This is an optimization exercise on Yosys and OpenROAD, whose aim is small area and a short achievable clock period, not a production implementation. Function was checked by simulation only, so behaviour that the tests miss may differ from the original. Power is estimated from default activity; no workload was simulated.

==> run Y <==
==> flow/design.v (excerpt) <==
module DataPath16BitCpu_Clean(Clk,Reset,Restart,Ins,Mem_Out,PC,A,ALU_Out,B,MemWrite);
==> module RdPort, before the edit <==
module RdPort(a, V, Rf, y);
    input [3:0] a;
    input [15:0] V;
    input [255:0] Rf;
    output [15:0] y;
    wire [15:0] s;
    genvar b, k;
    generate
        for (k = 0; k < 16; k = k + 1) begin : dec
            assign s[k] = (a == k) & V[k];
        end
        for (b = 0; b < 16; b = b + 1) begin : bit_
            wire [7:0] p;
            for (k = 0; k < 8; k = k + 1) begin : pair
                assign p[k] = (s[2*k] & Rf[(2*k)*16 + b]) | (s[2*k+1] & Rf[(2*k+1)*16 + b]);
            end
            assign y[b] = (p[0] | p[1] | p[2] | p[3]) | (p[4] | p[5] | p[6] | p[7]);
        end
    endgenerate
endmodule
==> module AddrGen, before the edit <==
module AddrGen(A, off, y);
    input [15:0] A;
    input [3:0] off;
    output [15:0] y;
    wire [3:0] g = A[3:0] & off;
    wire [3:0] p = A[3:0] ^ off;
    wire c1 = g[0];
    wire c2 = g[1] | (p[1] & g[0]);
    wire c3 = g[2] | (p[2] & g[1]) | (p[2] & p[1] & g[0]);
    wire c4 = g[3] | (p[3] & g[2]) | (p[3] & p[2] & g[1]) | (p[3] & p[2] & p[1] & g[0]);
    wire incr = c4 & ~off[3];
    wire decr = ~c4 & off[3];
    wire [15:4] ones, zeros;             
    assign ones[4] = 1'b1;
    assign zeros[4] = 1'b1;
    genvar i;
    generate
        for (i = 5; i < 16; i = i + 1) begin : pfx
            assign ones[i]  = &A[i-1:4];
            assign zeros[i] = ~|A[i-1:4];
        end
    endgenerate
    assign y = {A[15:4] ^ (({12{incr}} & ones) | ({12{decr}} & zeros)), p ^ {c3, c2, c1, 1'b0}};
endmodule
==> module ALU16, before the edit <==
module ALU16(op, A, B, Mem_Out, C, ne);
    input [3:0] op;
    input [15:0] A, B, Mem_Out;
    output [15:0] C;
    output ne;
    wire sub = op[2];                    
    wire [15:0] y = B ^ {16{sub}};
    wire [15:0] sum = A + y + {15'd0, sub};
    assign ne = ~&(A ^ y);               
    reg [15:0] res;
    always @(*)
        case (op[2:0])
            3'd0: res = A & B;
            3'd1: res = A | B;
            3'd7: res = {16{sum[15]}};
            default: res = sum;          
        endcase
    assign C = op[3] ? Mem_Out : res;    
endmodule
==> module PCNext, before the edit <==
module PCNext(PC, Ins, taken, jmp, nxt);
    input [15:0] PC;
    input [15:0] Ins;
    input taken, jmp;
    output [15:0] nxt;
    wire [15:0] pc1 = PC + 16'd1;
    wire [15:0] pcb = pc1 + {{12{Ins[3]}}, Ins[3:0]};
    assign nxt = jmp ? Ins : taken ? pcb : pc1;
endmodule
==> flow/config.mk <==
export PLATFORM = sky130hd
export DESIGN_NAME = DataPath16BitCpu_Clean
export DESIGN_NICKNAME = DataPath16BitCpu_Clean
export VERILOG_FILES = /design/flow/design.v
export SDC_FILE = /design/flow/constraint.sdc
export NUM_CORES = 4
export LEC_CHECK = 0
export CAP_MARGIN = 20
export CORE_MARGIN = 2
export CORE_UTILIZATION = 40
export PLACE_DENSITY = 0.6
export SLEW_MARGIN = 20
==> flow/constraint.sdc <==
create_clock -name core_clock -period 14.0 [get_ports {Clk}]
set_input_delay 2.8000 -clock core_clock [delete_from_list [all_inputs] [get_ports {Clk}]]
set_output_delay 2.8000 -clock core_clock [all_outputs]
set_load 0.01 [all_outputs]
standard.sh (not shown) runs the stock make flow with config.mk's settings and CLKGATE_MAP_FILE= SYNTH_SCRIPT=/design/flow/synth_recipe.tcl, a recipe that flattens the netlist after the stock synthesis.
==> flow/flow/run.sh <==
#!/bin/bash
# Layout flow: the standard flow (standard.sh) with these changes:
#  - synthesis is the standard flow's synthesis script (flow/synth.tcl) with other ABC
#    mapping scripts: modules on the input-to-output paths (RdPort AddrGen) are mapped
#    for delay (flow/fast.abc), the rest for area (flow/area.abc); the
#    half/full-adder extraction is off. Registers are unchanged.
#  - port buffers are plain buf_4 cells;
#  - setup repair aims for a slack margin of 6 ns.
# Each step's full output goes to its own log file here.
set -euo pipefail
F=$(pwd)/flow
MY_ABC_SCRIPT=$F/area.abc MY_ABC_FAST_SCRIPT=$F/fast.abc MY_ABC_FAST_MODULES="RdPort AddrGen" \
  bash standard.sh SYNTH_SCRIPT=$F/synth.tcl ADDER_MAP_FILE= SYNTH_HIERARCHICAL=1 SYNTH_MINIMUM_KEEP_SIZE=0 synth > synth.log 2>&1
bash standard.sh "BUFFER_PORTS_ARGS=-buffer_cell sky130_fd_sc_hd__buf_4" SETUP_SLACK_MARGIN=6  finish > layout.log 2>&1
==> flow/flow/area.abc <==
strash; dc2; &get -n; &dch -f; &nf -R 1000; &put
==> flow/flow/fast.abc <==
&get -n; &st; &dch; &nf; &put
==> flow/flow/synth.tcl <==
# The standard flow's synthesis script (synth_recipe.tcl) with one change: the ABC mapping
# script. MY_ABC_SCRIPT replaces ORFS's script; with SYNTH_HIERARCHICAL 1, the
# modules named in MY_ABC_FAST_MODULES are mapped with MY_ABC_FAST_SCRIPT
# instead. Registers are not touched by ABC.
proc synth {args} { yosys synth -nofsm -noshare {*}$args }
proc abc {args} {
  set i [lsearch -exact $args -script]
  if { $i < 0 || ![info exists ::env(MY_ABC_SCRIPT)] } {
    yosys abc {*}$args
    return
  }
  set fast {}
  if { [info exists ::env(MY_ABC_FAST_MODULES)] } { set fast $::env(MY_ABC_FAST_MODULES) }
  if { [llength $fast] > 0 } {
    set fargs $args
    lset fargs [expr {$i + 1}] $::env(MY_ABC_FAST_SCRIPT)
    yosys abc {*}$fargs {*}$fast
    # the rest: ABC leaves the cells mapped above alone
    lset args [expr {$i + 1}] $::env(MY_ABC_SCRIPT)
    yosys abc {*}$args
  } else {
    lset args [expr {$i + 1}] $::env(MY_ABC_SCRIPT)
    yosys abc {*}$args
  }
}
source $::env(SCRIPTS_DIR)/synth.tcl
# left out here: clear keep_hierarchy, flatten, clean up, hide names made inside functions, write 1_2_yosys.v
==> run E: changes against run Y <==
--- a/flow/design.v
+++ b/flow/design.v
@@ -72,9 +72,11 @@
         end
         for (b = 0; b < 16; b = b + 1) begin : bit_
-            wire [7:0] p;
-            for (k = 0; k < 8; k = k + 1) begin : pair
-                assign p[k] = (s[2*k] & Rf[(2*k)*16 + b]) | (s[2*k+1] & Rf[(2*k+1)*16 + b]);
+            wire [5:0] p;
+            for (k = 0; k < 5; k = k + 1) begin : grp
+                assign p[k] = (s[3*k] & Rf[(3*k)*16 + b]) | (s[3*k+1] & Rf[(3*k+1)*16 + b])
+                            | (s[3*k+2] & Rf[(3*k+2)*16 + b]);
             end
-            assign y[b] = (p[0] | p[1] | p[2] | p[3]) | (p[4] | p[5] | p[6] | p[7]);
+            assign p[5] = s[15] & Rf[15*16 + b];
+            assign y[b] = (p[0] | p[1] | p[2]) | (p[3] | p[4] | p[5]);
         end
     endgenerate
@@ -90,6 +92,4 @@
     wire c3 = g[2] | (p[2] & g[1]) | (p[2] & p[1] & g[0]);
     wire c4 = g[3] | (p[3] & g[2]) | (p[3] & p[2] & g[1]) | (p[3] & p[2] & p[1] & g[0]);
-    wire incr = c4 & ~off[3];
-    wire decr = ~c4 & off[3];
     wire [15:4] ones, zeros;             
     assign ones[4] = 1'b1;
@@ -102,5 +102,7 @@
         end
     endgenerate
-    assign y = {A[15:4] ^ (({12{incr}} & ones) | ({12{decr}} & zeros)), p ^ {c3, c2, c1, 1'b0}};
+    wire [15:4] hi1 = off[3] ? A[15:4] : A[15:4] ^ ones;     
+    wire [15:4] hi0 = off[3] ? A[15:4] ^ zeros : A[15:4];    
+    assign y = {c4 ? hi1 : hi0, p ^ {c3, c2, c1, 1'b0}};
 endmodule
 module ALU16(op, A, B, Mem_Out, C, ne);
@@ -111,6 +113,6 @@
     wire sub = op[2];                    
     wire [15:0] y = B ^ {16{sub}};
-    wire [15:0] sum = A + y + {15'd0, sub};
-    assign ne = ~&(A ^ y);               
+    wire [15:0] sum;
+    Add16 add (.a(A), .b(y), .ci(sub), .s(sum), .ne(ne));   
     reg [15:0] res;
     always @(*)
@@ -128,6 +130,13 @@
     input taken, jmp;
     output [15:0] nxt;
-    wire [15:0] pc1 = PC + 16'd1;
-    wire [15:0] pcb = pc1 + {{12{Ins[3]}}, Ins[3:0]};
-    assign nxt = jmp ? Ins : taken ? pcb : pc1;
+    wire [4:0] k = taken ? {Ins[3], Ins[3:0]} + 5'd1 : 5'd1;    
+    assign nxt = jmp ? Ins : PC + {{11{k[4]}}, k};
 endmodule
+module Add16(a, b, ci, s, ne);
+    input [15:0] a, b;
+    input ci;
+    output [15:0] s;
+    output ne;                           
+    assign s = a + b + {15'd0, ci};
+    assign ne = ~&(a ^ b);
+endmodule
--- a/flow/flow/run.sh
+++ b/flow/flow/run.sh
@@ -6,5 +6,5 @@
 #    half/full-adder extraction is off. Registers are unchanged.
 #  - port buffers are plain buf_4 cells;
-#  - setup repair aims for a slack margin of 6 ns.
+#  - setup repair aims for a slack margin of 5 ns.
 # Each step's full output goes to its own log file here.
 set -euo pipefail
@@ -12,3 +12,3 @@
 MY_ABC_SCRIPT=$F/area.abc MY_ABC_FAST_SCRIPT=$F/fast.abc MY_ABC_FAST_MODULES="RdPort AddrGen" \
   bash standard.sh SYNTH_SCRIPT=$F/synth.tcl ADDER_MAP_FILE= SYNTH_HIERARCHICAL=1 SYNTH_MINIMUM_KEEP_SIZE=0 synth > synth.log 2>&1
-bash standard.sh "BUFFER_PORTS_ARGS=-buffer_cell sky130_fd_sc_hd__buf_4" SETUP_SLACK_MARGIN=6  finish > layout.log 2>&1
+bash standard.sh "BUFFER_PORTS_ARGS=-buffer_cell sky130_fd_sc_hd__buf_4" SETUP_SLACK_MARGIN=5  "CTS_ARGS=-sink_clustering_enable -repair_clock_nets -dont_use_dummy_load -buf_list {sky130_fd_sc_hd__clkbuf_4 sky130_fd_sc_hd__clkbuf_8} -sink_clustering_size 20 -sink_clustering_max_diameter 50" "BUFFER_PORTS_ARGS=-buffer_cell sky130_fd_sc_hd__buf_1" finish > layout.log 2>&1
--- a/flow/config.mk
+++ b/flow/config.mk
@@ -8,5 +8,5 @@
 export CAP_MARGIN = 20
 export CORE_MARGIN = 2
-export CORE_UTILIZATION = 40
-export PLACE_DENSITY = 0.6
+export CORE_UTILIZATION = 60
+export PLACE_DENSITY = 0.75
 export SLEW_MARGIN = 20
==> comparison table <==
item	run Y	run E
Outcome	timing/DRC/antenna clean	timing/DRC/antenna clean
Slowest cell on the critical path	sky130_fd_sc_hd__a31oi_4	sky130_fd_sc_hd__and3_4
Vias per Instance	6.42	7.42
Beginning of the critical path	Ins[8]	Ins[10]
Reported net switching power	0.000903 W	0.000741 W
DP Worst Slack	4.38 ns	3.90 ns
Core Box Area	34700 µm²	22600 µm²
Multi-input gates	841	787
Reg2reg start	Vr[11]	Vr[3]
Non-clock buffering overhead in the final layout	11.9%	4.80%
DRT met1 WL	20.3 mm	15.7 mm
Cell Pwr Density	145 nW/µm²	141 nW/µm²
Internal power contribution	0.00184 W	0.00146 W
Worst setup path endpoint	ALU_Out[6]	ALU_Out[13]
Vias in the first global route	11800	10800
Cell chosen for the clock root	sky130_fd_sc_hd__clkbuf_16	sky130_fd_sc_hd__clkbuf_8
Number of cells on the critical path	16	12
Syn_area_per_cell	12.5 µm²	12.8 µm²
Leakage power total	6.45 nW	5.18 nW
Peak VDD IR	0.107 mV	0.0987 mV
Max-slew headroom	21.6%	22.0%

## static timing again, ports no longer ideal
The results above use ideal ports. As a check the final layouts listed here were re-extracted and re-timed, cells and wires unchanged. Step 1, drivers: a clkbuf_16 drives Clk and a buf_2 each remaining input, both assumed. Step 2, shift: input delay + t, output delay - t, t = (earliest + latest rising clock arrival at the registers) / 2. This alone moves slack from input paths to output paths. Slacks: no drivers / after step 1 / after step 2; pairs: no drivers / after step 1.
run | shift t [ns] | slack for setup (ns) | worst hold slack (ns) | worst setup path after step 2 | clock arrival spread, ns
run Y | 0.619 | 5.735 / 5.700 / 5.590 | 0.506 / 0.506 / 0.506 | input to register | 0.024 / 0.024
run E | 0.601 | 5.086 / 5.056 / 4.733 | 0.507 / 0.507 / 0.507 | input to register | 0.101 / 0.101
After both steps every run listed still meets setup and hold. For run E, which loses most, drivers alone change the setup slack by -0.030 ns; drivers and shift together by -0.353 ns.
